Source: an optimization exercise on an open RTL-to-GDS flow (aim: small area). Production flows keep margins and buffers that such runs may drop. Function was checked by simulation only, so behaviour that the tests miss may differ from the original. No activity file was given, so power comes from the tool's default toggle rates.

==> flow/design.v <==
module rpm_basys2_top(
    input mclk,
    input rst,
    output [6:0] seg,
    output       dp,
    output [3:0] an,
    input [3:0] btn,
    input  [7:0] sw,
    output [7:0] led,
    output adc_cs,
    input  adc_d0,
    input  adc_d1,
    output adc_clk
);
    wire [10:0] av;
    wire        ns;
    adc_if u_adc(
        .clk(mclk), .rst(rst), .adc_d0(adc_d0),
        .adc_clk(adc_clk), .adc_cs(adc_cs), .av(av), .ns(ns));
    wire pulse;
    thresh u_thr(.clk(mclk), .rst(rst), .av(av), .ns(ns), .pulse(pulse));
    assign led = {7'b0, pulse};
    wire        mtick;
    wire [2:0]  m1;
    wire [3:0]  m2, m3;
    counter u_cnt(
        .clk(mclk), .rst(rst), .pulse(pulse), .mtick(mtick),
        .m1(m1), .m2(m2), .m3(m3));
    display u_disp(
        .clk(mclk), .rst(rst), .m1(m1), .m2(m2), .m3(m3),
        .mtick(mtick), .seg(seg), .dp(dp), .an(an));
endmodule
module adc_if(
    input             clk,
    input             rst,
    input             adc_d0,
    output reg        adc_clk,
    output            adc_cs,
    output reg [10:0] av,    
    output            ns     
);
    reg [3:0] c14;           
    reg       sh;            
    reg [4:0] su;            
    reg [10:0] sr;
    wire c13  = c14[3] & c14[2] & c14[0];
    wire tick = c13 & ~adc_clk;
    always @(posedge clk) begin
        if (rst) begin
            c14     <= 0;
            adc_clk <= 0;
        end else if (c13) begin
            c14     <= 0;
            adc_clk <= ~adc_clk;
        end else begin
            c14 <= c14 + 4'd1;
        end
    end
    always @(posedge clk) begin
        if (rst) begin
            sh <= 0;
            su <= 5'd15;
        end else if (tick) begin
            if (su[4]) begin
                su <= 0;
                sh <= ~sh;
            end else begin
                su <= su + 5'd1;
            end
        end
    end
    assign adc_cs = ~sh;
    wire u14 = su[3:0] == 4'd14;
    wire u15 = su[3:0] == 4'd15;
    always @(posedge clk) begin
        if (tick & ~u14)
            sr <= {sr[9:0], adc_d0};
        if (tick & sh & u15)
            av <= sr;
    end
    assign ns = (c14 == 4'd0) & adc_clk & sh & su[4];
endmodule
module thresh(
    input        clk,
    input        rst,
    input [10:0] av,
    input        ns,
    output reg   pulse
);
    reg  [12:0] ic;
    wire icw = ic == 13'd7441;                        
    always @(posedge clk) begin
        if (rst)
            ic <= 13'd6755;                           
        else if (icw)
            ic <= 13'd1;                              
        else
            ic <= {ic[11:0], ic[12] ^ ic[3] ^ ic[2] ^ ic[0]};
    end
    reg [3:0] ph;            
    always @(posedge clk)
        ph <= ph + 4'd1;
    wire ph0  = ph == 4'd0;
    wire ph15 = ph == 4'd15;
    reg [175:0] ring;        
    wire [10:0] head = ring[175:165];
    reg [1:0]  st;           
    reg [3:0]  nidx;         
    reg        clr;
    reg        done;
    reg [14:0] acc;          
    reg [9:0]  hyst;
    reg [10:0] mx, mn;
    wire wr = (st == 2'd3) & (ph == nidx);
    wire [10:0] rin = wr ? av : (clr ? 11'd0 : head);
    always @(posedge clk)
        ring <= {ring[164:0], rin};
    genvar g;
    wire [11:0] gc;
    assign gc[0] = 1'b1;
    generate for (g = 0; g < 11; g = g + 1) begin : g_ge
        assign gc[g+1] = (head[g] ^ ~mx[g]) ? gc[g] : head[g];
    end endgenerate
    wire hge = gc[11];
    wire hlt = ~hge;
    wire dn  = ~ph0 & done;
    wire [10:0] dd;
    wire [11:0] dc;
    assign dc[0] = 1'b1;
    generate for (g = 0; g < 11; g = g + 1) begin : g_dd
        wire x = mx[g] ^ ~mn[g];
        assign dd[g]   = x ^ dc[g];
        assign dc[g+1] = x ? dc[g] : mx[g];
    end endgenerate
    wire        hcnd = (dd[10:2] == 0) & (|mx[10:2]);
    wire [9:0]  hn   = hcnd ? 10'd8 : dd[10:1];
    always @(posedge clk) begin
        if (rst) begin
            st   <= 0;
            nidx <= 4'd15;
            clr  <= 1;
            hyst <= 10'd8;
            mx   <= 0;
            mn   <= 0;
        end else begin
            if (icw) begin
                st   <= 2'd1;
                hyst <= hn;
                clr  <= 0;
            end else if (ph15 & (st != 0)) begin
                st <= st + 2'd1;
                if (st == 2'd3)
                    nidx <= nidx - 4'd1;
            end
            if (st == 2'd2) begin
                if (~dn & hlt)
                    mn <= head;
                done <= dn | hlt;
            end
            if ((st == 2'd3) & hge)
                mx <= head;
        end
    end
    wire [14:0] aa = acc & {15{~ph0}};
    wire [14:0] as;
    wire [15:0] ac;
    assign ac[0] = 1'b0;
    generate for (g = 0; g < 15; g = g + 1) begin : g_acc
        if (g < 11) begin : full
            wire x = aa[g] ^ head[g];
            assign as[g]   = x ^ ac[g];
            assign ac[g+1] = x ? ac[g] : aa[g];
        end else begin : half
            assign as[g]   = aa[g] ^ ac[g];
            assign ac[g+1] = aa[g] & ac[g];
        end
    end endgenerate
    always @(posedge clk) begin
        if (rst)
            acc[14:3] <= 12'h800;
        else if (st == 2'd2)
            acc <= as;
    end
    wire [11:0] thr = acc[14:3];
    wire [11:0] hb  = {2'b0, hyst} ^ {12{pulse}};
    wire [11:0] ylim;
    wire [12:0] yc;
    wire [12:0] pc;
    wire [11:0] smp = {av, 1'b0};
    assign yc[0] = pulse;
    assign pc[0] = ~pulse;
    generate for (g = 0; g < 12; g = g + 1) begin : g_lim
        wire x = thr[g] ^ hb[g];
        wire z = smp[g] ^ ~ylim[g];
        assign ylim[g] = x ^ yc[g];
        assign yc[g+1] = x ? yc[g] : thr[g];
        assign pc[g+1] = z ? pc[g] : smp[g];
    end endgenerate
    always @(posedge clk) begin
        if (rst)
            pulse <= 0;
        else if (ns)
            pulse <= pc[12];
    end
endmodule
module counter(
    input            clk,
    input            rst,
    input            pulse,
    input            mtick,
    output reg [2:0] m1,     
    output reg [3:0] m2,     
    output reg [3:0] m3      
);
    reg  [18:0] wc;
    wire wev  = wc == 19'd186189;                     
    wire w18  = wc == 19'd446282;                     
    always @(posedge clk) begin
        if (rst | wev)
            wc <= 19'd1;                              
        else
            wc <= {wc[17:0], wc[18] ^ wc[5] ^ wc[1] ^ wc[0]};
    end
    reg pa, frz, rdy, pend;
    reg [2:0] t2;
    reg [3:0] hh, kk;
    wire edg = pulse & ~pa & ~wev;
    wire upd = mtick & rdy;
    always @(posedge clk)
        if (~wev)
            pa <= pulse;
    always @(posedge clk) begin
        if (rst) begin
            frz  <= 1;
            rdy  <= 1;
            pend <= 0;
            t2   <= 0;
            hh   <= 0;
            kk   <= 0;
        end else begin
            if (wev)
                frz <= 1;
            if (w18)
                rdy <= 1;
            if (upd) begin
                m1   <= t2;
                m2   <= hh;
                m3   <= kk;
                t2   <= (pend | edg) ? 3'd3 : 3'd0;
                hh   <= 0;
                kk   <= 0;
                pend <= 0;
                frz  <= 0;
                rdy  <= 0;
            end else if (edg) begin
                if (frz)
                    pend <= 1;
                else if (t2 >= 3'd2) begin
                    t2 <= t2 - 3'd2;
                    if (hh == 4'd9) begin
                        hh <= 0;
                        kk <= (kk == 4'd9) ? 4'd0 : kk + 4'd1;
                    end else begin
                        hh <= hh + 4'd1;
                    end
                end else begin
                    t2 <= t2 + 3'd3;
                end
            end
        end
    end
endmodule
module display(
    input        clk,
    input        rst,
    input  [2:0] m1,
    input  [3:0] m2,
    input  [3:0] m3,
    output       mtick,
    output [6:0] seg,
    output       dp,
    output [3:0] an
);
    reg  [10:0] mc;
    assign mtick = mc == 11'd1482;                    
    always @(posedge clk) begin
        if (rst | mtick)
            mc <= 11'd1;                              
        else
            mc <= {mc[9:0], mc[10] ^ mc[8]};
    end
    reg [3:0] anode;
    always @(posedge clk) begin
        if (rst)
            anode <= 0;
        else if (mtick)
            anode <= {anode[2:0], anode[3] | (anode == 4'd0)};
    end
    wire act = |anode;
    wire [3:0] dig = anode[1] ? {m1, 1'b0} : anode[2] ? m2 : anode[3] ? m3 : 4'd0;
    reg  [6:0] pat;          
    always @(*) begin
        case (dig)
            4'd0: pat = 7'b1000000;
            4'd1: pat = 7'b1111001;
            4'd2: pat = 7'b0100100;
            4'd3: pat = 7'b0110000;
            4'd4: pat = 7'b0011001;
            4'd5: pat = 7'b0010010;
            4'd6: pat = 7'b0000010;
            4'd7: pat = 7'b1111000;
            4'd8: pat = 7'b0000000;
            4'd9: pat = 7'b0010000;
            default: pat = 7'bxxxxxxx;
        endcase
    end
    assign an  = ~anode;
    assign seg = act ? pat : 7'd0;
    assign dp  = act;
endmodule
==> flow/run.sh <==
#!/bin/bash
# synth_recipe.tcl (not shown) runs the flow's synth.tcl, then flattens the netlist and writes it again
# the make line also repeats each setting of config.mk as NAME=value (left out here)
make -C /OpenROAD-flow-scripts/flow DESIGN_CONFIG=/design/flow/config.mk WORK_HOME=/design/flow/orfs CLKGATE_MAP_FILE= SYNTH_SCRIPT=/design/flow/synth_recipe.tcl finish
==> flow/config.mk <==
export PLATFORM = sky130hd
export DESIGN_NAME = rpm_basys2_top
export DESIGN_NICKNAME = rpm_basys2_top
export VERILOG_FILES = /design/flow/design.v
export SDC_FILE = /design/flow/constraint.sdc
export NUM_CORES = 4
export LEC_CHECK = 0
export ABC_AREA = 1
export CAP_MARGIN = 20
export CORE_MARGIN = 2
export CORE_UTILIZATION = 40
export CTS_BUF_LIST = sky130_fd_sc_hd__clkbuf_16
export CTS_CLUSTER_DIAMETER = 100
export CTS_CLUSTER_SIZE = 30
export SLEW_MARGIN = 20
==> flow/constraint.sdc <==
create_clock -name core_clock -period 20.0 [get_ports {mclk}]
set_input_delay 4.0000 -clock core_clock [delete_from_list [all_inputs] [get_ports {mclk}]]
set_output_delay 4.0000 -clock core_clock [all_outputs]
set_load 0.01 [all_outputs]
==> impl_metrics.yaml, run 1 <==
cells_and_area:
  syn_to_final_growth_pct: 8.56
  antennaDiodeCount: 0
  finalNonFillerCells: 1631
  final_common_cell: "dfxtp_1"
  mostFrequentLayoutCells: "dfxtp_1, nand2_1, inv_1"
  nets: 1278
  fill_cells: 2817
  drive_gt1_share_pct: 4.89
  final_area_um2: 12700
yosys:
  synth_edf_count: 38
  async_flop_share_pct: 0
  yosysWarnings: 4
  syn_area_um2: 11700
  ys_seq_area_share_pct: 61.9
  synth_cells: 1222
  synth.avg_cell_area_um2: 9.56
  ys_ff_latch: 342
  ys.flop_type: "dfxtp_1"
  netlist-cell-type-count: 52
die:
  core_region_area_um2: 28700
  die_w_um: 175
  io_pins: 38
  fp.dieH_um: 175
  rows: 62
  initial_core_util_pct: 40.7
  die-area_um2: 30600
critical_path:
  path_depth: 7
  crit_family: "buffers and inverters"
  required_ns: 16.00
  crit_chain: "inv_1, nand3_1, a22oi_1, inv_1, ha_1, nor3_1, clkdlybuf4s50_1"
  max_stage_delay_ns: 0.56
  cp_max_fo: 7
  crit_arrival_ns: 2.79
  r2r-start: "u_thr.ph[0]"
  critPathCaptureType: "primary output"
  worst-path-buf-inv: 3
  cpMostUsedCell: "inv_1"
  reg2regPathDepth: 29
  cpMaxStageDelayCell: "clkdlybuf4s50_1"
  r2r_setup_slack_ns: 15.92
  startpoint_type: "flip-flop"
  path_class: "reg -> out"
  reg2reg_to: "u_thr.acc[13]"
timing:
  worst_clock_skew_ns: 0.0206
  slew_viol_final: 0
  worstMarginPinSlew_ns: 0.913
  setup_slack_ns: 13.21
  rsz0062_at_grt: "false"
  setup_viol: 0
  slew_headroom_pct: 38.9
  fin_setup_tns_ns: 0
  hold_slack_ns: 0.332
  fin_crit_sh_pct: 34.0
  hold_viol: 0
  max_freq_mhz: 147
  fin_crit_ns: 6.79
cts:
  clkSinkCount: 342
  ctsResizeCount: 0
  ctsHoldBuffers: 0
  clk_path_buf_depth: 3
  cts_buffers: 15
  cts_setup_buffers: 0
  insertion_delay_ns: 0.52
  h-tree-depth: 1
  clk_pin_slew_ns: 0.11
  root_buffer: "clkbuf_16"
  tritoncts: "built"
global_routing:
  track_usage_pct: 13.1
  antenna_found_initial: 0
  globalRouteOverflowTotal: 0
  grt_max_degree: 46
  grt_pass1_vias: 7021
  grt_first_pass_wirelength_um: 33600
drt:
  vias_per_cell: 4.57
  first_pass_iters: 5
  drc_errors: 0
  wl_per_cell_um: 12.0
  drtIter0Drc: 382
  vias: 7451
  final_antenna_net_count: 0
  totalWireLength_um: 19600
placement:
  place_inst: 1606
  dp_hpwl_um: 13900
  pre_cts_slack_ns: 13.78
  gp_congestion: 0.842
  numPortBuffers: 17
  placed_cell_area_um2: 12200
power:
  p_per_area_nw_per_um2: 83.7
  power.leakage_nw: 5.21
  peakVddDrop_mv: 0.0728
hold_path:
  hp-class: "reg -> reg"
  holdCritStartpoint: "u_thr.ring[157]"
  holdPathEnd: "u_thr.ring[168]"
  hold_depth: 0
run_status:
  outcome: "timing/DRC/antenna clean"
job:
  maxCapViolations: 0
==> through the flow <==
stage,util (%),power (W)
2_1_floorplan,-,0.000727
3_3_place_gp,42.6,0.000729
3_5_place_dp,42.7,0.000730
4_1_cts,44.2,0.00108
5_1_grt,44.2,0.00110
6_report,44.2,0.00106
==> final cells by class <==
cell class	instances	area (um2)	area share, %
repair buffers	23	215	1.70
well taps	384	480	3.79
inverters	181	679	5.36
multi-input cells	676	3640	28.7
clock buffers	15	375	2.96
clock inverters	10	58.8	0.464
flip-flops and latches	342	7230	57.0
==> metal layers <==
metal  wire [um]  up-vias  global-route usage, %
met5           0        -                      0
met4         416        0                   3.26
met3         515       21                   1.63
met2        8640       71                   21.2
met1       10100     3449                   18.7
li1            -     3910                      -
==> flip-flops by register name, summed over array words and instances, names as in the netlist, 3 cells and up <==
| register | flops |
|---|---|
| u_adc.av | 11 |
| u_thr.ic | 13 |
| u_disp.anode | 4 |
| u_thr.mn | 11 |
| u_thr.acc | 15 |
| u_thr.hyst | 10 |
| u_thr.nidx | 4 |
| u_cnt.m2 | 4 |
| u_thr.ph | 4 |
| u_cnt.hh | 4 |
| u_adc.c14 | 4 |
| u_adc.su | 5 |
| u_cnt.kk | 4 |
| u_cnt.t2 | 3 |
| u_adc.sr | 11 |
| u_cnt.wc | 19 |
| u_thr.mx | 11 |
| u_disp.mc | 11 |
| u_cnt.m1 | 3 |
| u_thr.ring | 176 |
| u_cnt.m3 | 4 |
==> cell families (layout without fill, tap and decap cells) <==
group | after synthesis | after routing | share of synthesized area [%]
compound gates | 165 | 165 | 8.00
xor+xnor | 47 | 47 | 3.81
buf+inv | 210 | 229 | 7.18
other cells | 1 | 7 | 0.0321
fa+ha+maj | 24 | 24 | 2.56
flops | 342 | 342 | 61.9
simple gates | 433 | 433 | 16.5
==> cell usage after synthesis (all sizes together), types with 4 or more instances <==
library cell / n / area share, %
edfxtp: 38 / 9.8
clkbuf: 16 / 0.51
buf: 13 / 0.85
nor4: 9 / 0.48
or2: 5 / 0.27
nor2: 103 / 3.3
o21ai: 77 / 3.3
xnor2: 28 / 2.3
inv: 177 / 5.7
nand2: 214 / 7.7
nand4: 10 / 0.54
ha: 23 / 2.5
o221ai: 9 / 0.67
a31oi: 6 / 0.32
nor3: 16 / 0.69
clkinv: 4 / 0.13
dfxtp: 304 / 52
xor2: 19 / 1.5
nand3: 71 / 3.2
a21oi: 50 / 2.2
o21bai: 4 / 0.26
==> report_power, final <==
part	switching, W	total [W]	internal (W)
Sequential	0.00000264	0.000698	0.000696
Combinational	0.0000101	0.0000156	0.00000552
Clock	0.000206	0.000348	0.000142
==> worst max path at each step <==
stage               endpoint  slack (ns)             from
finish                seg[1]       13.21  u_disp.anode[2]
global route          seg[1]       13.01  u_disp.anode[2]
CTS                   seg[1]       13.19  u_disp.anode[2]
detailed placement    seg[1]       13.78  u_disp.anode[2]
global placement      seg[1]       13.82  u_disp.anode[2]
floorplan             seg[1]       14.36  u_disp.anode[2]
==> run 2: changes to the inputs <==
==> flow/config.mk (replaced) <==
export PLATFORM = sky130hd
export DESIGN_NAME = rpm_basys2_top
export DESIGN_NICKNAME = rpm_basys2_top
export VERILOG_FILES = /design/flow/design.v
export SDC_FILE = /design/flow/constraint.sdc
export NUM_CORES = 4
export LEC_CHECK = 0
export CAP_MARGIN = 20
export CORE_MARGIN = 2
export CORE_UTILIZATION = 40
export SLEW_MARGIN = 20
==> impl_metrics.yaml, run 2 <==
cts:
  clkSinkCount: 342
  ctsResizeCount: 0
  h-tree-depth: 2
  insertion_delay_ns: 0.51
  tritoncts: "built"
  cts_setup_buffers: 0
  root_buffer: "clkbuf_16"
  clk_path_buf_depth: 3
  cts_buffers: 36
  clk_pin_slew_ns: 0.06
  ctsHoldBuffers: 0
power:
  p_per_area_nw_per_um2: 98.2
  peakVddDrop_mv: 0.0579
  power.leakage_nw: 5.42
cells_and_area:
  syn_to_final_growth_pct: 14.0
  reg_top3: "u_thr.ring (176), u_cnt.wc (19), u_thr.acc (15)"
  regMostFlops: "u_thr.ring"
  largest_reg_flops: 176
  finalNonFillerCells: 1626
  drive_gt1_share_pct: 8.21
  nets: 1241
  mostFrequentLayoutCells: "dfxtp_1, nor2_1, nand2_1"
  final_common_cell: "dfxtp_1"
  final_area_um2: 14200
  antennaDiodeCount: 0
drt:
  vias: 8052
  drc_errors: 0
  totalWireLength_um: 22000
  drtIter0Drc: 415
  first_pass_iters: 5
  wl_per_cell_um: 13.5
  vias_per_cell: 4.95
  final_antenna_net_count: 0
yosys:
  syn_area_um2: 12500
  yosys.area.top_type: "dfxtp_1"
  yosysWarnings: 4
  async_flop_share_pct: 0
  yosys-top-cells-area: "dfxtp_1, edfxtp_1, xnor2_1, nor2_1, mux2i_1"
  ys_ff_latch: 342
  synth.most_common_cell: "dfxtp_1"
  synth_common_cells: "dfxtp_1, nor2_1, nand2_1"
  synth_cells: 1191
  ys.flop_type: "dfxtp_1"
  netlist-cell-type-count: 87
  ys_seq_area_share_pct: 58.0
  synth_edf_count: 38
  synth.avg_cell_area_um2: 10.5
  synth.top_cell.area_share_pct: 48.8
critical_path:
  startpoint_type: "flip-flop"
  path_class: "reg -> out"
  reg2reg_to: "u_thr.acc[14]"
  cp_max_fo: 9
  critPathCaptureType: "primary output"
  required_ns: 16.00
  r2r-start: "u_thr.ph[0]"
  r2r_setup_slack_ns: 14.83
  reg2regPathDepth: 23
  crit_arrival_ns: 2.82
global_routing:
  antenna_found_initial: 0
  use_met1_pct: 19.1
  grt-busiest-layer: "met2"
  globalRouteOverflowTotal: 0
  grt_pass1_vias: 7779
  grt_first_pass_wirelength_um: 38000
  met3_usage_pct: 2.59
  met2_usage_pct: 22.4
  track_usage_pct: 13.9
  grt_max_degree: 69
hold_path:
  hold_depth: 0
  holdPathEnd: "u_thr.ring[32]"
  hp-class: "reg -> reg"
  holdCritStartpoint: "u_thr.ring[21]"
timing:
  setup_slack_ns: 13.18
  fin_crit_sh_pct: 34.1
  fin_crit_ns: 6.82
  slew_headroom_pct: 40.8
  rsz0062_at_grt: "false"
  slew_viol_final: 0
  worstMarginPinSlew_ns: 0.885
  hold_viol: 0
  worst_clock_skew_ns: 0.0223
  setup_viol: 0
  max_freq_mhz: 147
  fin_setup_tns_ns: 0
die:
  io_pins: 38
  rows: 64
  die_w_um: 181
  die-area_um2: 32600
  core_region_area_um2: 30700
  initial_core_util_pct: 40.6
  fp.dieH_um: 181
placement:
  gp_congestion: 0.783
  numPortBuffers: 17
  place_inst: 1560
  dp_hpwl_um: 14500
  placed_cell_area_um2: 12900
  pre_cts_slack_ns: 13.69
run_status:
  outcome: "timing/DRC/antenna clean"
job:
  maxCapViolations: 0
==> run 2: where the power goes <==
part           switching, W  internal, W  leakage [nW]
combinational    0.00000808   0.00000485          1.99
clock              0.000259     0.000423         0.614
sequential       0.00000288     0.000696          2.81
total              0.000270      0.00112          5.42
==> run 2: worst max-delay path by stage <==
| stage | startpoint | endpoint |
|---|---|---|
| floorplan | u_disp.anode[2] | seg[1] |
| global placement | u_disp.anode[2] | seg[5] |
| detailed placement | u_disp.anode[2] | seg[6] |
| CTS | u_disp.anode[2] | seg[6] |
| global route | u_disp.anode[2] | seg[6] |
| finish | u_disp.anode[2] | seg[6] |
==> run 2: layer usage <==
metal	vias up	part of all wire [%]	wire, um
met5	-	0	0
met2	116	44	9770
li1	4115	-	-
met3	29	3.9	865
met4	0	1.7	385
met1	3792	50	11000
==> run 2: critical path, cell delays in order (launching register included) <==
cell and delay, ns:
dfxtp_1 0.48, nor2_1 0.14, a22oi_1 0.16, nor2_1 0.05
a21oi_1 0.52, nor2_1 0.12, a211oi_1 0.27, clkdlybuf4s50_1 0.58
==> run 2: layout make-up <==
cell class	count	area [um2]
fillers	2844	16500
multi-input cells	734	4750
well taps	396	495
clock inverters	11	149
repair buffers	28	248
flip-flops and latches	342	7230
inverters	60	225
clock buffers	55	1110
==> run 2: kinds of logic after synthesis <==
family                   count (synthesis)  share of synthesized area [%]
AO/OA/AOI/OAI                          196                           10.4
adder cells (fa/ha/maj)                 33                           3.17
buffers and inverters                  121                           4.15
multiplexers                            38                           3.09
AND/OR/NAND/NOR                        390                           16.2
XOR/XNOR                                70                           4.92
flip-flops                             342                           58.0
other                                    1                         0.0301
==> run 2: stage by stage <==
step                      hold slack [ns]  total power [W]  utilization, %
after detailed placement            0.312         0.000727            42.2
final                               0.320          0.00139            46.3
after global placement              0.310         0.000727            42.2
after global routing                0.328          0.00145            46.3
after CTS                           0.322          0.00142            46.3
after floorplan                     0.310         0.000725               -
==> run 3: changes to the inputs <==
--- a/flow/config.mk
+++ b/flow/config.mk
@@ -5,7 +5,11 @@
 export SDC_FILE = /design/flow/constraint.sdc
 export NUM_CORES = 4
 export LEC_CHECK = 0
+export ABC_AREA = 1
 export CAP_MARGIN = 20
 export CORE_MARGIN = 2
 export CORE_UTILIZATION = 40
+export CTS_BUF_LIST = sky130_fd_sc_hd__clkbuf_8
+export CTS_CLUSTER_DIAMETER = 60
+export CTS_CLUSTER_SIZE = 16
 export SLEW_MARGIN = 20
==> impl_metrics.yaml, run 3 <==
run_status:
  outcome: "timing/DRC/antenna clean"
global_routing:
  track_usage_pct: 13.2
  globalRouteOverflowTotal: 0
  grt_first_pass_wirelength_um: 33900
  met3_usage_pct: 2.09
  grt_max_degree: 46
  antenna_found_initial: 0
  use_met1_pct: 18.6
  grt-busiest-layer: "met2"
  grt_pass1_vias: 7158
  met2_usage_pct: 21.2
drt:
  vias_per_cell: 4.57
  vias: 7569
  final_antenna_net_count: 0
  first_pass_iters: 5
  drtIter0Drc: 377
  wl_per_cell_um: 11.9
  drc_errors: 0
  totalWireLength_um: 19800
yosys:
  synth.most_common_cell: "dfxtp_1"
  netlist-cell-type-count: 52
  ys.flop_type: "dfxtp_1"
  syn_area_um2: 11700
  synth.top_cell.area_share_pct: 52.1
  synth.avg_cell_area_um2: 9.56
  synth_common_cells: "dfxtp_1, nand2_1, inv_1"
  yosysWarnings: 4
  ys_ff_latch: 342
  ys_seq_area_share_pct: 61.9
  yosys.area.top_type: "dfxtp_1"
  synth_cells: 1222
  synth_edf_count: 38
  async_flop_share_pct: 0
  yosys-top-cells-area: "dfxtp_1, edfxtp_1, nand2_1, inv_1, nor2_1"
cells_and_area:
  mostFrequentLayoutCells: "dfxtp_1, nand2_1, inv_1"
  reg_top3: "u_thr.ring (176), u_cnt.wc (19), u_thr.acc (15)"
  largest_reg_flops: 176
  syn_to_final_growth_pct: 9.84
  drive_gt1_share_pct: 6.85
  antennaDiodeCount: 0
  final_common_cell: "dfxtp_1"
  regMostFlops: "u_thr.ring"
  nets: 1292
power:
  power.leakage_nw: 5.29
  peakVddDrop_mv: 0.0605
  finalPower_w: 0.00110
  p_per_area_nw_per_um2: 86.1
cts:
  insertion_delay_ns: 0.59
  ctsResizeCount: 0
  clkSinkCount: 342
  ctsHoldBuffers: 0
  clk_path_buf_depth: 3
  root_buffer: "clkbuf_8"
  tritoncts: "built"
  cts_setup_buffers: 0
  clk_pin_slew_ns: 0.09
  h-tree-depth: 1
  cts_buffers: 29
hold_path:
  hold_depth: 0
  holdCritStartpoint: "u_thr.ring[13]"
  hp-class: "reg -> reg"
die:
  rows: 62
  initial_core_util_pct: 40.7
  io_pins: 38
  die-area_um2: 30600
  fp.dieH_um: 175
  die_w_um: 175
  core_region_area_um2: 28700
placement:
  numPortBuffers: 17
  pre_cts_slack_ns: 13.78
  dp_hpwl_um: 13900
  gp_congestion: 0.842
critical_path:
  startpoint: "u_disp.anode[2]"
  cp_max_fo: 7
  r2r-start: "u_thr.ph[0]"
  crit_arrival_ns: 2.87
  startpoint_type: "flip-flop"
  reg2regPathDepth: 29
  required_ns: 16.00
  critPathCaptureType: "primary output"
  path_class: "reg -> out"
timing:
  worstMarginPinSlew_ns: 0.932
  slew_viol_final: 0
  fin_setup_tns_ns: 0
  setup_slack_ns: 13.13
  max_freq_mhz: 146
  fin_crit_ns: 6.87
  worst_clock_skew_ns: 0.0298
  rsz0062_at_grt: "false"
  slew_headroom_pct: 37.6
  hold_viol: 0
  fin_crit_sh_pct: 34.3
  setup_viol: 0
job:
  maxCapViolations: 0
[run 3: layout make-up]
type | instances | area (um2)
fillers | 2809 | 15900
flip-flops and latches | 342 | 7230
multi-input cells | 676 | 3640
inverters | 181 | 679
well taps | 384 | 480
clock buffers | 31 | 427
repair buffers | 23 | 215
clock inverters | 18 | 158
[run 3: final timing paths]
kind | end | slack, ns
worst max-delay path | seg[1] | 13.13
worst min-delay path | u_thr.ring[24] | 0.32
worst max register to register | u_thr.acc[13] | 15.90
worst min register to register | u_thr.ring[24] | 0.32
[run 3: cell families after synthesis]
kind of cell	synth area share (%)
AO/OA/AOI/OAI	8.00
XOR/XNOR	3.81
adder cells (fa/ha/maj)	2.56
buffers and inverters	7.18
flip-flops	61.9
other	0.0321
AND/OR/NAND/NOR	16.5
[run 3: worst max-delay path: stages (launching register included)]
cell and delay [ns]:
dfxtp_1 0.38, inv_1 0.16, nand3_1 0.09, a22oi_1 0.40, inv_1 0.16, ha_1 0.33
nor3_1 0.20, clkdlybuf4s50_1 0.56
[run 3: report_power, final]
group / internal (W) / leakage (nW) / switching [W]
logic: 0.00000552 / 2.17 / 0.0000100
clock network: 0.000163 / 0.317 / 0.000228
registers: 0.000695 / 2.80 / 0.00000264
[run 3: per-layer routing]
metal | vias to the layer above | part of all wire, %
met5 | - | 0
met4 | 0 | 2.4
met3 | 35 | 3.6
met2 | 100 | 44
met1 | 3485 | 50
li1 | 3949 | -
[run 3: stage by stage]
step	instances	utilization, %	hold slack (ns)	instance area, um2
floorplan	1228	-	0.310	11700
global placement	1606	42.6	0.310	12200
detailed placement	1606	42.7	0.312	12200
CTS	1655	44.7	0.320	12800
global route	1655	44.7	0.328	12800
finish	1655	44.7	0.322	12800
==> run 4: changes to the inputs <==
--- a/flow/design.v
+++ b/flow/design.v
@@ -140,8 +140,6 @@
             nidx <= 4'd15;
             clr  <= 1;
             hyst <= 10'd8;
-            mx   <= 0;
-            mn   <= 0;
         end else begin
             if (icw) begin
                 st   <= 2'd1;
@@ -152,16 +150,17 @@
                 if (st == 2'd3)
                     nidx <= nidx - 4'd1;
             end
-            if (st == 2'd2) begin
-                if (~dn & hlt)
-                    mn <= head;
+            if (st == 2'd2)
                 done <= dn | hlt;
-            end
-            if ((st == 2'd3) & hge)
-                mx <= head;
         end
     end
-    wire [14:0] aa = acc & {15{~ph0}};
+    always @(posedge clk) begin
+        if (clr | ((st == 2'd2) & ~dn & hlt))
+            mn <= head;
+        if (clr | ((st == 2'd3) & hge))
+            mx <= head;
+    end
+    wire [14:0] aa = acc;
     wire [14:0] as;
     wire [15:0] ac;
     assign ac[0] = 1'b0;
@@ -175,9 +174,12 @@
             assign ac[g+1] = aa[g] & ac[g];
         end
     end endgenerate
+    wire aclr = (st == 2'd1) & ph15;
     always @(posedge clk) begin
         if (rst)
-            acc[14:3] <= 12'h800;
+            acc <= 15'h4000;
+        else if (aclr)
+            acc <= 0;
         else if (st == 2'd2)
             acc <= as;
     end
@@ -298,22 +300,15 @@
     end
     wire act = |anode;
     wire [3:0] dig = anode[1] ? {m1, 1'b0} : anode[2] ? m2 : anode[3] ? m3 : 4'd0;
-    reg  [6:0] pat;          
-    always @(*) begin
-        case (dig)
-            4'd0: pat = 7'b1000000;
-            4'd1: pat = 7'b1111001;
-            4'd2: pat = 7'b0100100;
-            4'd3: pat = 7'b0110000;
-            4'd4: pat = 7'b0011001;
-            4'd5: pat = 7'b0010010;
-            4'd6: pat = 7'b0000010;
-            4'd7: pat = 7'b1111000;
-            4'd8: pat = 7'b0000000;
-            4'd9: pat = 7'b0010000;
-            default: pat = 7'bxxxxxxx;
-        endcase
-    end
+    wire [3:0] d = dig;
+    wire [6:0] pat;
+    assign pat[0] = (~d[3] & ~d[2] & ~d[1] & d[0]) | (d[2] & ~d[1] & ~d[0]);
+    assign pat[1] = (d[2] & ~d[1] & d[0]) | (d[2] & d[1] & ~d[0]);
+    assign pat[2] = ~d[2] & d[1] & ~d[0];
+    assign pat[3] = (~d[3] & ~d[2] & ~d[1] & d[0]) | (d[2] & ~d[1] & ~d[0]) | (d[2] & d[1] & d[0]);
+    assign pat[4] = (d[2] & ~d[1]) | d[0];
+    assign pat[5] = (~d[3] & ~d[2] & d[0]) | (~d[2] & d[1]) | (d[1] & d[0]);
+    assign pat[6] = (~d[3] & ~d[2] & ~d[1]) | (d[2] & d[1] & d[0]);
     assign an  = ~anode;
     assign seg = act ? pat : 7'd0;
     assign dp  = act;
--- a/flow/config.mk
+++ b/flow/config.mk
@@ -9,7 +9,7 @@
 export CAP_MARGIN = 20
 export CORE_MARGIN = 2
 export CORE_UTILIZATION = 40
-export CTS_BUF_LIST = sky130_fd_sc_hd__clkbuf_8
-export CTS_CLUSTER_DIAMETER = 60
-export CTS_CLUSTER_SIZE = 16
+export CTS_BUF_LIST = sky130_fd_sc_hd__clkbuf_16
+export CTS_CLUSTER_DIAMETER = 100
+export CTS_CLUSTER_SIZE = 30
 export SLEW_MARGIN = 20
==> impl_metrics.yaml, run 4 <==
drt:
  vias: 7052
  first_pass_iters: 7
  drtIter0Drc: 434
  drc_errors: 0
  met2_length_um: 8380
  met3WireLength_um: 498
  totalWireLength_um: 18900
  wirelength_met1_um: 9660
  vias_per_cell: 4.57
  top_layer: "met4"
  final_antenna_net_count: 0
  wl_per_cell_um: 12.2
power:
  power_frac_clock_pct: 32.6
  peakVddDrop_mv: 0.0615
  p_sw_share_pct: 20.5
  seqPwrFrac_pct: 64.8
  power.leakage_nw: 5.15
  switching_power_w: 0.000224
  p_per_area_nw_per_um2: 87.5
  pwr-share-comb_pct: 2.6
  p_int_w: 0.000867
  finalPower_w: 0.00109
yosys:
  syn_area_um2: 11400
  async_flop_share_pct: 0
  synth.avg_cell_area_um2: 10.1
  yosys-top-cells-area: "dfxtp_1, edfxtp_1, nand2_1, inv_1, nor2_1"
  ys.flop_type: "dfxtp_1"
  synth.most_common_cell: "dfxtp_1"
  synth_cells: 1135
  ys_ff_latch: 342
  yosysWarnings: 4
  synth_common_cells: "dfxtp_1, nand2_1, inv_1"
  yosys.area.top_type: "dfxtp_1"
  synth_edf_count: 57
  synth.top_cell.area_share_pct: 49.9
  netlist-cell-type-count: 46
  ys_seq_area_share_pct: 64.9
die:
  io_pins: 38
  die-area_um2: 30000
  die_w_um: 173
  core_region_area_um2: 27900
  rows: 61
  initial_core_util_pct: 40.9
  fp.dieH_um: 173
cells_and_area:
  mostFrequentLayoutCells: "dfxtp_1, nand2_1, inv_1"
  syn_to_final_growth_pct: 8.95
  largest_reg_flops: 176
  nets: 1190
  final_area_um2: 12500
  final_common_cell: "dfxtp_1"
  reg_top3: "u_thr.ring (176), u_cnt.wc (19), u_thr.acc (15)"
  antennaDiodeCount: 0
  fill_cells: 2659
  drive_gt1_share_pct: 4.98
  regMostFlops: "u_thr.ring"
cts:
  h-tree-depth: 1
  cts_buffers: 15
  root_buffer: "clkbuf_16"
  clk_pin_slew_ns: 0.12
  cts_setup_buffers: 0
  ctsHoldBuffers: 0
  clk_path_buf_depth: 3
  ctsResizeCount: 0
  insertion_delay_ns: 0.50
  tritoncts: "built"
  clkSinkCount: 342
timing:
  fin_setup_tns_ns: 0
  slew_headroom_pct: 37.5
  worstMarginPinSlew_ns: 0.929
  fin_crit_ns: 6.60
  worst_clock_skew_ns: 0.0247
  hold_viol: 0
  max_freq_mhz: 151
  fin_crit_sh_pct: 33.0
  rsz0062_at_grt: "false"
  setup_viol: 0
  slew_viol_final: 0
critical_path:
  cp_max_fo: 7
  path_class: "reg -> out"
  startpoint_type: "flip-flop"
  crit_arrival_ns: 2.60
  critPathCaptureType: "primary output"
  required_ns: 16.00
global_routing:
  antenna_found_initial: 0
  globalRouteOverflowTotal: 0
  grt_max_degree: 32
  grt_first_pass_wirelength_um: 31300
  track_usage_pct: 12.5
  grt_pass1_vias: 6519
hold_path:
  hp-class: "reg -> reg"
placement:
  placed_cell_area_um2: 12000
  gp_congestion: 0.793
  dp_hpwl_um: 13300
  numPortBuffers: 17
job:
  maxCapViolations: 0
run_status:
  outcome: "timing/DRC/antenna clean"
==> run 4: power groups by stage <==
stage	Combinational [W]	Clock (W)	Sequential [W]
2_1_floorplan	0.0000240	0	0.000721
3_3_place_gp	0.0000278	0	0.000722
3_5_place_dp	0.0000285	0	0.000722
4_1_cts	0.0000287	0.000370	0.000707
5_1_grt	0.0000334	0.000394	0.000708
6_report	0.0000284	0.000355	0.000707
==> run 4: per-layer routing <==
| layer | global-route usage (%) | up-vias |
|---|---|---|
| li1 | - | 3672 |
| met1 | 17.8 | 3290 |
| met2 | 20.4 | 67 |
| met3 | 1.74 | 23 |
| met4 | 2.75 | 0 |
| met5 | 0 | - |
==> run 4: path summary, 6_finish.rpt <==
kind	startpoint	endpoint	slack, ns	depth (start not counted)
max	u_disp.anode[1]	seg[3]	13.40	9
min	u_thr.ring[39]	u_thr.ring[50]	0.32	0
max reg2reg	u_thr.ring[166]	u_thr.acc[13]	16.36	26
min reg2reg	u_thr.ring[39]	u_thr.ring[50]	0.32	0
==> run 4: critical path, cell delays in order, from the launching register on <==
cell,delay [ns]
dfxtp_1,0.48
inv_1,0.18
o22ai_1,0.27
inv_1,0.09
a211oi_1,0.23
nand2_1,0.12
nand2_1,0.08
nand2_1,0.06
nand2_1,0.06
clkdlybuf4s50_1,0.53
==> run 4: cells by family (layout without fill, tap and decap cells) <==
family / Yosys count / after routing / synth area share [%]
compound gates: 127 / 127 / 6.75
buf+inv: 194 / 218 / 6.84
fa+ha+maj: 18 / 18 / 1.95
flops: 342 / 342 / 64.9
simple gates: 407 / 407 / 16.0
other cells: 1 / 7 / 0.0328
xor+xnor: 46 / 46 / 3.59
==> run 4: stage by stage <==
step / utilization, % / instances / hold slack (ns) / worst slack, ns
final: 44.6 / 1543 / 0.322 / 13.40
after global routing: 44.6 / 1543 / 0.329 / 13.19
after CTS: 44.6 / 1543 / 0.334 / 13.36
after detailed placement: 43.0 / 1518 / 0.312 / 13.68
after global placement: 43.0 / 1518 / 0.309 / 13.72
after floorplan: - / 1141 / 0.310 / 14.54
==> run 4: layout make-up <==
cell class / instances / area, um2 / area share [%]
clock inverters: 10 / 76.3 / 0.613
clock buffers: 15 / 375 / 3.01
repair buffers: 22 / 208 / 1.67
well taps: 378 / 473 / 3.80
inverters: 171 / 642 / 5.15
multi-input cells: 605 / 3270 / 26.2
flip-flops and latches: 342 / 7420 / 59.5
==> run 5: changes to the inputs <==
==> flow/flow/run.sh (new file) <==
#!/bin/bash
# Layout flow: the standard flow, with the synthesis step using
# flow/own_synth.tcl (the standard flow's synthesis script with a different ABC script
# and no adder extraction). Each step's output goes to its own log here.
set -euo pipefail
work=$(pwd)
export FLOW_SYNTH_TCL="$work/synth_recipe.tcl"
bash standard.sh SYNTH_SCRIPT="$work/flow/own_synth.tcl" synth > "$work/own_synth.log" 2>&1
bash standard.sh SYNTH_SCRIPT="$work/flow/own_synth.tcl" finish > "$work/own_finish.log" 2>&1
test -f "$work/out/final.def"
==> flow/flow/own_synth.tcl (new file) <==
# Synthesis script for this flow: the standard flow's own synthesis script (which makes
# every synth call skip the fsm and share passes, then flattens and renames),
# with two commands replaced before it runs:
#  - extract_fa does nothing, so adders stay plain logic for ABC;
#  - abc runs Yosys's default area script on the same liberty and don't-use
#    list, without ORFS's speed script, delay target and buffering.
# Neither touches a register.
proc extract_fa {args} { }
proc abc {args} {
  set keep {}
  set skip 0
  foreach a $args {
    if {$skip} { set skip 0; continue }
    if {$a eq "-script" || $a eq "-constr" || $a eq "-D"} { set skip 1; continue }
    lappend keep $a
  }
  yosys abc {*}$keep
}
source $::env(FLOW_SYNTH_TCL)
==> flow/standard.sh (new file) <==
#!/bin/bash
# synth_recipe.tcl (not shown) runs the flow's synth.tcl, then flattens the netlist and writes it again
# the make line also repeats each setting of config.mk as NAME=value (left out here)
make -C /OpenROAD-flow-scripts/flow DESIGN_CONFIG=/design/flow/config.mk WORK_HOME=/design/flow/orfs CLKGATE_MAP_FILE= SYNTH_SCRIPT=/design/flow/synth_recipe.tcl "${@:-finish}"
--- a/flow/config.mk
+++ b/flow/config.mk
@@ -5,7 +5,6 @@
 export SDC_FILE = /design/flow/constraint.sdc
 export NUM_CORES = 4
 export LEC_CHECK = 0
-export ABC_AREA = 1
 export CAP_MARGIN = 20
 export CORE_MARGIN = 2
 export CORE_UTILIZATION = 40
removed: flow/run.sh
==> impl_metrics.yaml, run 5 <==
global_routing:
  globalRouteOverflowTotal: 0
  use_met1_pct: 16.7
  grt_first_pass_wirelength_um: 27400
  grt_pass1_vias: 5648
  grt-busiest-layer: "met2"
  grt_max_degree: 48
  met2_usage_pct: 18.3
  antenna_found_initial: 0
  track_usage_pct: 11.6
  met3_usage_pct: 2.19
drt:
  final_antenna_net_count: 0
  vias_per_cell: 4.68
  drtIter0Drc: 230
  drc_errors: 0
  first_pass_iters: 4
  wl_per_cell_um: 12.9
  vias: 5923
  totalWireLength_um: 16300
critical_path:
  max_stage_delay_ns: 0.54
  path_class: "reg -> out"
  cpMaxStageDelayCell: "clkdlybuf4s50_1"
  cpMostUsedCell: "nor2_1"
  worst-path-buf-inv: 2
  crit_chain: "clkinv_1, nor2_1, a22oi_1, o21ai_0, and2_0, a21oi_1, nor2_1, clkdlybuf4s50_1"
  r2r_setup_slack_ns: 14.29
  reg2reg_to: "u_thr.pulse"
  r2r-start: "u_thr.hyst[0]"
  crit_family: "compound AO/OA/AOI/OAI gates"
  cp_max_fo: 6
  reg2regPathDepth: 15
  crit_arrival_ns: 2.82
  critPathCaptureType: "primary output"
  startpoint_type: "flip-flop"
  required_ns: 16.00
hold_path:
  hp-class: "reg -> reg"
  holdPathEnd: "u_thr.ring[18]"
  hold_depth: 0
  holdCritStartpoint: "u_thr.ring[7]"
cts:
  ctsHoldBuffers: 0
  ctsResizeCount: 0
  clk_pin_slew_ns: 0.11
  root_buffer: "clkbuf_16"
  cts_setup_buffers: 0
  tritoncts: "built"
  clk_path_buf_depth: 3
  h-tree-depth: 1
  insertion_delay_ns: 0.51
  cts_buffers: 15
  clkSinkCount: 342
yosys:
  synth.avg_cell_area_um2: 12.3
  ys_seq_area_share_pct: 68.7
  ys_ff_latch: 342
  synth.top_cell.area_share_pct: 52.9
  synth_cells: 877
  synth_edf_count: 57
  synthSimpleGateAreaFrac_pct: 12.1
  synth_common_cells: "dfxtp_1, nor2_1, edfxtp_1"
  syn_area_um2: 10800
  synthMuxAreaShare_pct: 0.209
  synth_fa_ha_area_share_pct: 2.97
  netlist-cell-type-count: 51
  yosysWarnings: 4
  synth_top_family_by_area: "simple AND/OR/NAND/NOR gates"
  synth.most_common_cell: "dfxtp_1"
  yosys-top-cells-area: "dfxtp_1, edfxtp_1, xnor2_1, maj3_1, xor2_1"
  synth-xor-area-share_pct: 6.70
  ys.flop_type: "dfxtp_1"
  async_flop_share_pct: 0
  synth_compound_area_share_pct: 7.74
  yosys.area.top_type: "dfxtp_1"
power:
  finalPower_w: 0.00106
  peakVddDrop_mv: 0.0685
  power.leakage_nw: 4.35
  p_per_area_nw_per_um2: 89.6
timing:
  fin_crit_ns: 6.82
  fin_setup_tns_ns: 0
  setup_viol: 0
  slew_viol_final: 0
  worst_clock_skew_ns: 0.0238
  hold_slack_ns: 0.317
  fin_crit_sh_pct: 34.1
  rsz0062_at_grt: "false"
  slew_headroom_pct: 35.0
  worstMarginPinSlew_ns: 0.971
  hold_viol: 0
  max_freq_mhz: 147
cells_and_area:
  syn_to_final_growth_pct: 9.67
  largest_reg_flops: 176
  fill_cells: 2480
  drive_gt1_share_pct: 2.92
  reg_top3: "u_thr.ring (176), u_cnt.wc (19), u_thr.acc (15)"
  final_common_cell: "dfxtp_1"
  mostFrequentLayoutCells: "dfxtp_1, nor2_1, edfxtp_1"
  antennaDiodeCount: 0
  regMostFlops: "u_thr.ring"
  nets: 933
placement:
  numPortBuffers: 17
  gp_congestion: 0.735
  dp_hpwl_um: 11000
die:
  rows: 60
  die-area_um2: 28300
  io_pins: 38
  initial_core_util_pct: 40.4
  die_w_um: 168
  core_region_area_um2: 26700
  fp.dieH_um: 168
run_status:
  outcome: "timing/DRC/antenna clean"
job:
  maxCapViolations: 0
[run 5: cell types whose count changed in the layout (fill, tap and decap cells not counted), sizes merged, moves of 16 or more]
cell,delta
o21ai,-16
and2,+35
nand3,-57
nand2,-173
maj3,+31
xor2,+22
inv,-169
ha,-17
clkinv,+28
nor2b,+17
nand2b,+21
[run 5: cells by family after synthesis]
group	Yosys count
fa+ha+maj	32
compound gates	129
other cells	1
simple gates	253
buf+inv	37
mux	2
flops	342
xor+xnor	81
[run 5: worst max path at each step]
stage	from	endpoint	slack [ns]	cells after the start
6_report	u_disp.anode[3]	seg[6]	13.18	8
4_1_cts	u_disp.anode[3]	seg[6]	13.13	8
3_3_place_gp	u_disp.anode[3]	seg[6]	13.72	8
2_1_floorplan	u_disp.anode[3]	seg[3]	14.30	7
3_5_place_dp	u_disp.anode[3]	seg[6]	13.70	8
5_1_grt	u_disp.anode[3]	seg[6]	12.90	8
[run 5: layout make-up]
type,count,area (um2),share of cell area (%)
timing repair buffer,25,225,1.90
inverter,29,109,0.920
multi-input combinational,504,3230,27.3
sequential,342,7420,62.7
clock inverter,10,51.3,0.433
clock buffer,15,375,3.17
tap,341,427,3.60
[run 5: per-layer routing]
| layer | part of all wire (%) | routed length (um) |
|---|---|---|
| met5 | 0 | 0 |
| met1 | 52 | 8450 |
| met2 | 42 | 6910 |
| met4 | 1.4 | 225 |
| met3 | 4.3 | 693 |
[run 5: metrics by stage]
stage	cells	cell area, um2	util, %	setup WS [ns]
6_report	1266	11800	44.3	13.18
5_1_grt	1266	11800	44.3	12.90
4_1_cts	1266	11800	44.3	13.13
3_5_place_dp	1241	11400	42.7	13.70
3_3_place_gp	1241	11400	42.7	13.72
2_1_floorplan	883	10800	-	14.30
[run 5: where the power goes]
group	switching (W)	internal [W]	leakage (nW)
clock network	0.000202	0.000141	0.239
logic	0.00000682	0.00000562	1.21
registers	0.00000382	0.000701	2.89
total	0.000213	0.000848	4.35
==> run 6: changes to the inputs <==
==> flow/flow/run.sh (replaced) <==
#!/bin/bash
# Layout flow: the standard flow (standard.sh), with
#  - synthesis through flow/own_synth.tcl: the standard flow's synthesis script with a
#    different ABC script and no adder extraction;
#  - port buffers of the smallest buffer cell;
#  - clock tree synthesis without dummy loads.
# Each step's output goes to its own log file here.
set -euo pipefail
work=$(pwd)
export FLOW_SYNTH_TCL="$work/synth_recipe.tcl"
args=(
  "SYNTH_SCRIPT=$work/flow/own_synth.tcl"
  "BUFFER_PORTS_ARGS=-buffer_cell sky130_fd_sc_hd__buf_1"
  "CTS_ARGS=-sink_clustering_enable -repair_clock_nets -sink_clustering_size 30 -sink_clustering_max_diameter 100 -buf_list sky130_fd_sc_hd__clkbuf_16 -dont_use_dummy_load"
)
bash standard.sh "${args[@]}" synth > "$work/own_synth.log" 2>&1
bash standard.sh "${args[@]}" finish > "$work/own_finish.log" 2>&1
test -f "$work/out/final.def"
==> impl_metrics.yaml, run 6 <==
global_routing:
  grt_pass1_vias: 5527
  grt_max_degree: 48
  antenna_found_initial: 0
  track_usage_pct: 11.7
  globalRouteOverflowTotal: 0
  grt_first_pass_wirelength_um: 27500
critical_path:
  cp_max_fo: 6
  critPathCaptureType: "primary output"
  r2r_setup_slack_ns: 14.27
  path_class: "reg -> out"
  crit_arrival_ns: 2.47
  startpoint: "u_disp.anode[3]"
  reg2regPathDepth: 15
  required_ns: 16.00
  reg2reg_to: "u_thr.pulse"
  path_depth: 8
  r2r-start: "u_thr.hyst[0]"
  startpoint_type: "flip-flop"
  crit_family: "compound AO/OA/AOI/OAI gates"
  crit_chain: "clkinv_1, nor2_1, a22oi_1, o21ai_0, nor2b_1, o31a_1, a21o_1, buf_1"
  worst-path-buf-inv: 2
  crit_path_end: "seg[3]"
  max_stage_delay_ns: 0.47
  cpMaxStageDelayCell: "o21ai_0"
die:
  die_w_um: 168
  initial_core_util_pct: 40.4
  io_pins: 38
  fp.dieH_um: 168
  core_region_area_um2: 26700
  rows: 60
  die-area_um2: 28300
power:
  power.leakage_nw: 4.25
  power_frac_clock_pct: 31.3
  pwr-share-comb_pct: 1.2
  seqPwrFrac_pct: 67.5
  p_per_area_nw_per_um2: 89.2
  switching_power_w: 0.000201
  finalPower_w: 0.00104
  p_int_w: 0.000842
  peakVddDrop_mv: 0.109
  p_sw_share_pct: 19.3
drt:
  totalWireLength_um: 16400
  vias: 5884
  first_pass_iters: 4
  wl_per_cell_um: 13.1
  drc_errors: 0
  vias_per_cell: 4.68
  drtIter0Drc: 193
  final_antenna_net_count: 0
timing:
  fin_crit_sh_pct: 32.4
  setup_slack_ns: 13.53
  fin_setup_tns_ns: 0
  max_freq_mhz: 155
  fin_crit_ns: 6.47
  worstMarginPinSlew_ns: 0.958
  setup_viol: 0
  hold_viol: 0
  rsz0062_at_grt: "false"
  slew_headroom_pct: 35.9
  worst_clock_skew_ns: 0.0478
  slew_viol_final: 0
yosys:
  syn_area_um2: 10800
  yosys.area.top_type: "dfxtp_1"
  synth_cells: 877
  synth_common_cells: "dfxtp_1, nor2_1, edfxtp_1"
  async_flop_share_pct: 0
  ys_seq_area_share_pct: 68.7
  synth.avg_cell_area_um2: 12.3
  yosysWarnings: 4
  synth_edf_count: 57
  synth.most_common_cell: "dfxtp_1"
  netlist-cell-type-count: 51
  yosys-top-cells-area: "dfxtp_1, edfxtp_1, xnor2_1, maj3_1, xor2_1"
  synth.top_cell.area_share_pct: 52.9
  ys_ff_latch: 342
  ys.flop_type: "dfxtp_1"
cells_and_area:
  final_area_um2: 11700
  reg_top3: "u_thr.ring (176), u_cnt.wc (19), u_thr.acc (15)"
  regMostFlops: "u_thr.ring"
  syn_to_final_growth_pct: 8.36
  fill_cells: 2467
  largest_reg_flops: 176
  finalNonFillerCells: 1257
  drive_gt1_share_pct: 2.84
  nets: 934
  mostFrequentLayoutCells: "dfxtp_1, nor2_1, edfxtp_1"
  final_common_cell: "dfxtp_1"
  antennaDiodeCount: 0
cts:
  cts_buffers: 15
  cts_setup_buffers: 0
  root_buffer: "clkbuf_16"
  clk_pin_slew_ns: 0.11
  ctsHoldBuffers: 0
  ctsResizeCount: 0
  clk_path_buf_depth: 3
  h-tree-depth: 1
  insertion_delay_ns: 0.51
  clkSinkCount: 342
  tritoncts: "built"
placement:
  placed_cell_area_um2: 11300
  dp_hpwl_um: 11000
  numPortBuffers: 17
  gp_congestion: 0.752
  pre_cts_slack_ns: 14.04
  place_inst: 1242
run_status:
  outcome: "timing/DRC/antenna clean"
job:
  maxCapViolations: 0
hold_path:
  hp-class: "reg -> reg"
-- run 6: cell counts after synthesis --
No cell type changed its count.
-- run 6: worst reg2reg max path: stages (launching register included) --
cell and delay (ns):
dfxtp_1 0.45, mux2_1 0.38, maj3_1 0.40, maj3_1 0.40, maj3_1 0.40, maj3_1 0.40, maj3_1 0.40, maj3_1 0.41
maj3_1 0.41, maj3_1 0.41, maj3_1 0.42, maj3_1 0.38, xnor2_1 0.22, a21oi_1 0.09, or3_1 0.34, a21oi_1 0.15
-- run 6: worst min-delay path by stage --
stage | cells after the start | start | slack (ns) | endpoint
2_1_floorplan | 0 | u_thr.ring[89] | 0.31 | u_thr.ring[100]
3_3_place_gp | 0 | u_thr.ring[103] | 0.31 | u_thr.ring[114]
3_5_place_dp | 0 | u_thr.ring[4] | 0.31 | u_thr.ring[15]
4_1_cts | 0 | u_thr.ring[138] | 0.29 | u_thr.ring[149]
5_1_grt | 0 | u_thr.ring[138] | 0.30 | u_thr.ring[149]
6_report | 0 | u_thr.ring[138] | 0.30 | u_thr.ring[149]
-- run 6: cell families (layout without fill, tap and decap cells) --
kind of cell               count (synthesis)  in the layout  share of synthesized area [%]
DFF                                      342            342                           68.7
and+or+nand+nor                          253            253                           12.1
AOI/OAI and AO/OA                        129            129                           7.74
xor gates and xnor gates                  81             81                           6.70
buffers and inverters                     37             70                           1.57
adders and majority gates                 32             32                           2.97
muxes                                      2              2                          0.209
other                                      1              7                         0.0347
-- run 6: cell type report --
| type | instances | area (um2) | share of cell area, % |
|---|---|---|---|
| tap | 341 | 427 | 3.65 |
| clock buffer | 15 | 375 | 3.21 |
| inverter | 29 | 109 | 0.931 |
| multi-input combinational | 504 | 3230 | 27.7 |
| sequential | 342 | 7420 | 63.4 |
| timing repair buffer | 26 | 133 | 1.13 |
-- run 6: power by group through the flow --
| stage | Combinational, W | Clock [W] | Sequential [W] |
|---|---|---|---|
| global placement | 0.0000125 | 0 | 0.000721 |
| global route | 0.0000143 | 0.000366 | 0.000706 |
| floorplan | 0.0000103 | 0 | 0.000720 |
| finish | 0.0000126 | 0.000326 | 0.000705 |
| CTS | 0.0000127 | 0.000342 | 0.000705 |
| detailed placement | 0.0000128 | 0 | 0.000721 |
-- run 6: metrics by stage --
| stage | hold slack, ns | utilization, % |
|---|---|---|
| 3_3_place_gp | 0.310 | 42.3 |
| 6_report | 0.296 | 43.8 |
| 4_1_cts | 0.292 | 43.7 |
| 3_5_place_dp | 0.312 | 42.3 |
| 5_1_grt | 0.303 | 43.8 |
| 2_1_floorplan | 0.310 | - |
-- run 6: per-layer routing --
| layer | share of wire, % | up-vias | global-route usage, % |
|---|---|---|---|
| met5 | 0 | - | 0 |
| met4 | 1.2 | 0 | 2.51 |
| met3 | 3.6 | 16 | 2.23 |
| met2 | 42 | 53 | 18.1 |
| met1 | 53 | 2767 | 17.1 |
| li1 | - | 3048 | - |
==> run 7: changes to the inputs <==
--- a/flow/design.v
+++ b/flow/design.v
@@ -116,22 +116,18 @@
     always @(posedge clk)
         ring <= {ring[164:0], rin};
     genvar g;
-    wire [11:0] gc;
-    assign gc[0] = 1'b1;
-    generate for (g = 0; g < 11; g = g + 1) begin : g_ge
-        assign gc[g+1] = (head[g] ^ ~mx[g]) ? gc[g] : head[g];
-    end endgenerate
-    wire hge = gc[11];
-    wire hlt = ~hge;
-    wire dn  = ~ph0 & done;
+    wire [10:0] sel = icw ? mn : head;
     wire [10:0] dd;
     wire [11:0] dc;
-    assign dc[0] = 1'b1;
+    assign dc[0] = icw;
     generate for (g = 0; g < 11; g = g + 1) begin : g_dd
-        wire x = mx[g] ^ ~mn[g];
+        wire x = mx[g] ^ ~sel[g];
         assign dd[g]   = x ^ dc[g];
         assign dc[g+1] = x ? dc[g] : mx[g];
     end endgenerate
+    wire hlt = dc[11];       
+    wire hge = ~hlt;
+    wire dn  = ~ph0 & done;
     wire        hcnd = (dd[10:2] == 0) & (|mx[10:2]);
     wire [9:0]  hn   = hcnd ? 10'd8 : dd[10:1];
     always @(posedge clk) begin
@@ -298,8 +294,8 @@
         else if (mtick)
             anode <= {anode[2:0], anode[3] | (anode == 4'd0)};
     end
-    wire act = |anode;
-    wire [3:0] dig = anode[1] ? {m1, 1'b0} : anode[2] ? m2 : anode[3] ? m3 : 4'd0;
+    wire [3:0] dig = anode[1] ? {m1, 1'b0} : anode[2] ? m2 : anode[3] ? m3 :
+                     anode[0] ? 4'd0 : 4'd8;
     wire [3:0] d = dig;
     wire [6:0] pat;
     assign pat[0] = (~d[3] & ~d[2] & ~d[1] & d[0]) | (d[2] & ~d[1] & ~d[0]);
@@ -310,6 +306,6 @@
     assign pat[5] = (~d[3] & ~d[2] & d[0]) | (~d[2] & d[1]) | (d[1] & d[0]);
     assign pat[6] = (~d[3] & ~d[2] & ~d[1]) | (d[2] & d[1] & d[0]);
     assign an  = ~anode;
-    assign seg = act ? pat : 7'd0;
-    assign dp  = act;
+    assign seg = pat;
+    assign dp  = |anode;
 endmodule
--- a/flow/config.mk
+++ b/flow/config.mk
@@ -8,7 +8,4 @@
 export CAP_MARGIN = 20
 export CORE_MARGIN = 2
 export CORE_UTILIZATION = 40
-export CTS_BUF_LIST = sky130_fd_sc_hd__clkbuf_16
-export CTS_CLUSTER_DIAMETER = 100
-export CTS_CLUSTER_SIZE = 30
 export SLEW_MARGIN = 20
==> impl_metrics.yaml, run 7 <==
cells_and_area:
  regMostFlops: "u_thr.ring"
  final_common_cell: "dfxtp_1"
  mostFrequentLayoutCells: "dfxtp_1, nor2_1, edfxtp_1"
  multi_input_comb_area_um2: 3190
  finalNonFillerCells: 1224
  reg_top3: "u_thr.ring (176), u_cnt.wc (19), u_thr.acc (15)"
  syn_to_final_growth_pct: 8.15
  register_area_um2: 7420
  antennaDiodeCount: 0
  nets: 907
  drive_gt1_share_pct: 2.59
  fill_cells: 2447
  largest_reg_flops: 176
die:
  die_w_um: 168
  core_region_area_um2: 26100
  rows: 59
  die-area_um2: 28100
  io_pins: 38
  fp.dieH_um: 168
  initial_core_util_pct: 41.0
critical_path:
  cpMaxStageDelayCell: "dfxtp_1"
  path_class: "reg -> out"
  crit_family: "compound AO/OA/AOI/OAI gates"
  required_ns: 16.00
  startpoint_type: "flip-flop"
  crit_chain: "clkinv_1, o21ai_0, and3_1, nand2_1, a21boi_0, nand2b_1, buf_1"
  critPathCaptureType: "primary output"
  crit_arrival_ns: 2.40
  r2r_setup_slack_ns: 14.33
  max_stage_delay_ns: 0.50
  worst-path-buf-inv: 2
  cp_max_fo: 9
cts:
  clkSinkCount: 342
  h-tree-depth: 1
  clk_pin_slew_ns: 0.11
  root_buffer: "clkbuf_16"
  tritoncts: "built"
  cts_setup_buffers: 0
  insertion_delay_ns: 0.52
  clk_path_buf_depth: 3
  ctsResizeCount: 0
  cts_buffers: 15
  ctsHoldBuffers: 0
yosys:
  yosysWarnings: 4
  ys_seq_area_share_pct: 69.3
  ys_ff_latch: 342
  synth_common_cells: "dfxtp_1, nor2_1, edfxtp_1"
  synth_edf_count: 57
  syn_area_um2: 10700
  synth_cells: 853
  netlist-cell-type-count: 49
  yosys.area.top_type: "dfxtp_1"
  synth.most_common_cell: "dfxtp_1"
  synth.avg_cell_area_um2: 12.5
  async_flop_share_pct: 0
  synth.top_cell.area_share_pct: 53.3
  yosys-top-cells-area: "dfxtp_1, edfxtp_1, xnor2_1, xor2_1, maj3_1"
  ys.flop_type: "dfxtp_1"
power:
  p_int_w: 0.000843
  power_frac_clock_pct: 31.4
  switching_power_w: 0.000203
  power.leakage_nw: 4.39
  p_sw_share_pct: 19.4
  pwr-share-comb_pct: 1.2
  peakVddDrop_mv: 0.0637
  seqPwrFrac_pct: 67.4
  p_per_area_nw_per_um2: 90.4
job:
  maxCapViolations: 0
timing:
  fin_setup_tns_ns: 0
  rsz0062_at_grt: "false"
  max_freq_mhz: 156
  fin_crit_ns: 6.40
  slew_headroom_pct: 34.8
  worst_clock_skew_ns: 0.0823
  hold_viol: 0
  worstMarginPinSlew_ns: 0.975
  slew_viol_final: 0
  fin_crit_sh_pct: 32.0
  setup_viol: 0
global_routing:
  antenna_found_initial: 0
  grt_pass1_vias: 5555
  grt_max_degree: 50
  grt_first_pass_wirelength_um: 27700
  track_usage_pct: 11.9
  globalRouteOverflowTotal: 0
drt:
  first_pass_iters: 4
  totalWireLength_um: 16300
  drc_errors: 0
  vias_per_cell: 4.68
  drtIter0Drc: 233
  wl_per_cell_um: 13.3
  vias: 5723
  final_antenna_net_count: 0
run_status:
  outcome: "timing/DRC/antenna clean"
placement:
  gp_congestion: 0.760
  numPortBuffers: 17
  place_inst: 1209
  dp_hpwl_um: 10900
hold_path:
  hp-class: "reg -> reg"
==> run 7: final cells by class <==
| cell class | instances | area share (%) |
|---|---|---|
| clock buffers | 15 | 3.24 |
| flip-flops and latches | 342 | 64.1 |
| inverters | 17 | 0.551 |
| repair buffers | 23 | 0.951 |
| multi-input cells | 492 | 27.5 |
| well taps | 335 | 3.62 |
==> run 7: logic make-up (layout without fill, tap and decap cells) <==
logic type      Yosys count  after routing  share of synthesized area, %
simple gates            235            235                          11.5
other cells               1              7                        0.0350
flops                   342            342                          69.3
xor+xnor                 87             87                          7.25
buf+inv                  25             55                          1.16
fa+ha+maj                34             34                          3.18
compound gates          118            118                          6.56
mux                      11             11                          1.04
==> run 7: per-layer routing <==
metal / GRT usage [%] / routed length (um)
met1: 16.3 / 8140
met2: 20.1 / 7460
met3: 1.82 / 387
met4: 2.87 / 344
met5: 0 / 0
==> run 7: metrics by stage <==
stage	power [W]	hold slack, ns	area [um2]	util [%]	setup WS (ns)
2_1_floorplan	0.000730	0.310	10700	-	14.20
3_3_place_gp	0.000733	0.310	11200	42.8	14.15
3_5_place_dp	0.000734	0.312	11200	42.8	14.12
4_1_cts	0.00106	0.298	11600	44.3	13.60
5_1_grt	0.00109	0.299	11600	44.3	13.37
6_report	0.00105	0.289	11600	44.3	13.60
==> run 7: power groups by stage <==
stage          Sequential (W)  Clock [W]  Combinational [W]
2_1_floorplan        0.000720          0          0.0000104
3_3_place_gp         0.000721          0          0.0000125
3_5_place_dp         0.000721          0          0.0000128
4_1_cts              0.000705   0.000343          0.0000129
5_1_grt              0.000706   0.000365          0.0000142
6_report             0.000705   0.000328          0.0000126
==> run 7: path summary, 6_finish.rpt <==
path | to | cells after the start | from
setup / recovery | seg[3] | 7 | u_disp.anode[1]
hold / removal | u_thr.ring[155] | 0 | u_thr.ring[144]
setup reg to reg | u_thr.pulse | 15 | u_thr.hyst[0]
hold reg to reg | u_thr.ring[155] | 0 | u_thr.ring[144]
==> run 7: worst reg2reg max path, delay by kind of cell, from the launching register on <==
kind | cells | cell delay (ns)
fa+ha+maj | 10 | 4.05
flops | 1 | 0.40
mux | 1 | 0.37
simple gates | 1 | 0.35
compound gates | 2 | 0.23
xor+xnor | 1 | 0.21

-- what the ideal ports hide --
The flow's constraints put no driver on any port. The routed layouts listed below were extracted and timed again, unchanged, in two steps.
Step 1: set_driving_cell puts a clkbuf_16 on mclk and a buf_2 on each other input, an assumption about the parent block.
Step 2 also shifts input and output timing later by t, the mid clock arrival at the registers, as if the neighbouring blocks saw the same clock.
Three values: ideal ports, drivers, drivers and shift; two values: the first two.
run | t, ns | setup WS [ns] | latest minus earliest clock arrival (ns) | slew at the worst register clock pin (ns) | worst slew at a driven data input, ns
run 1 | 0.550 | 13.209 / 13.162 / 13.712 | 0.026 / 0.026 | 0.11 / 0.11 | 0.03
run 2 | 0.554 | 13.175 / 13.124 / 13.679 | 0.023 / 0.023 | 0.06 / 0.06 | 0.03
run 3 | 0.618 | 13.134 / 13.092 / 13.710 | 0.030 / 0.030 | 0.10 / 0.10 | 0.03
run 4 | 0.539 | 13.398 / 13.350 / 13.733 | 0.026 / 0.026 | 0.12 / 0.12 | 0.03
run 5 | 0.536 | 13.179 / 13.136 / 13.672 | 0.024 / 0.024 | 0.12 / 0.12 | 0.03
run 6 | 0.526 | 13.529 / 13.486 / 14.012 | 0.051 / 0.050 | 0.11 / 0.11 | 0.03
run 7 | 0.523 | 13.596 / 13.550 / 14.073 | 0.084 / 0.084 | 0.11 / 0.11 | 0.03
After both steps every run listed still meets setup and hold.
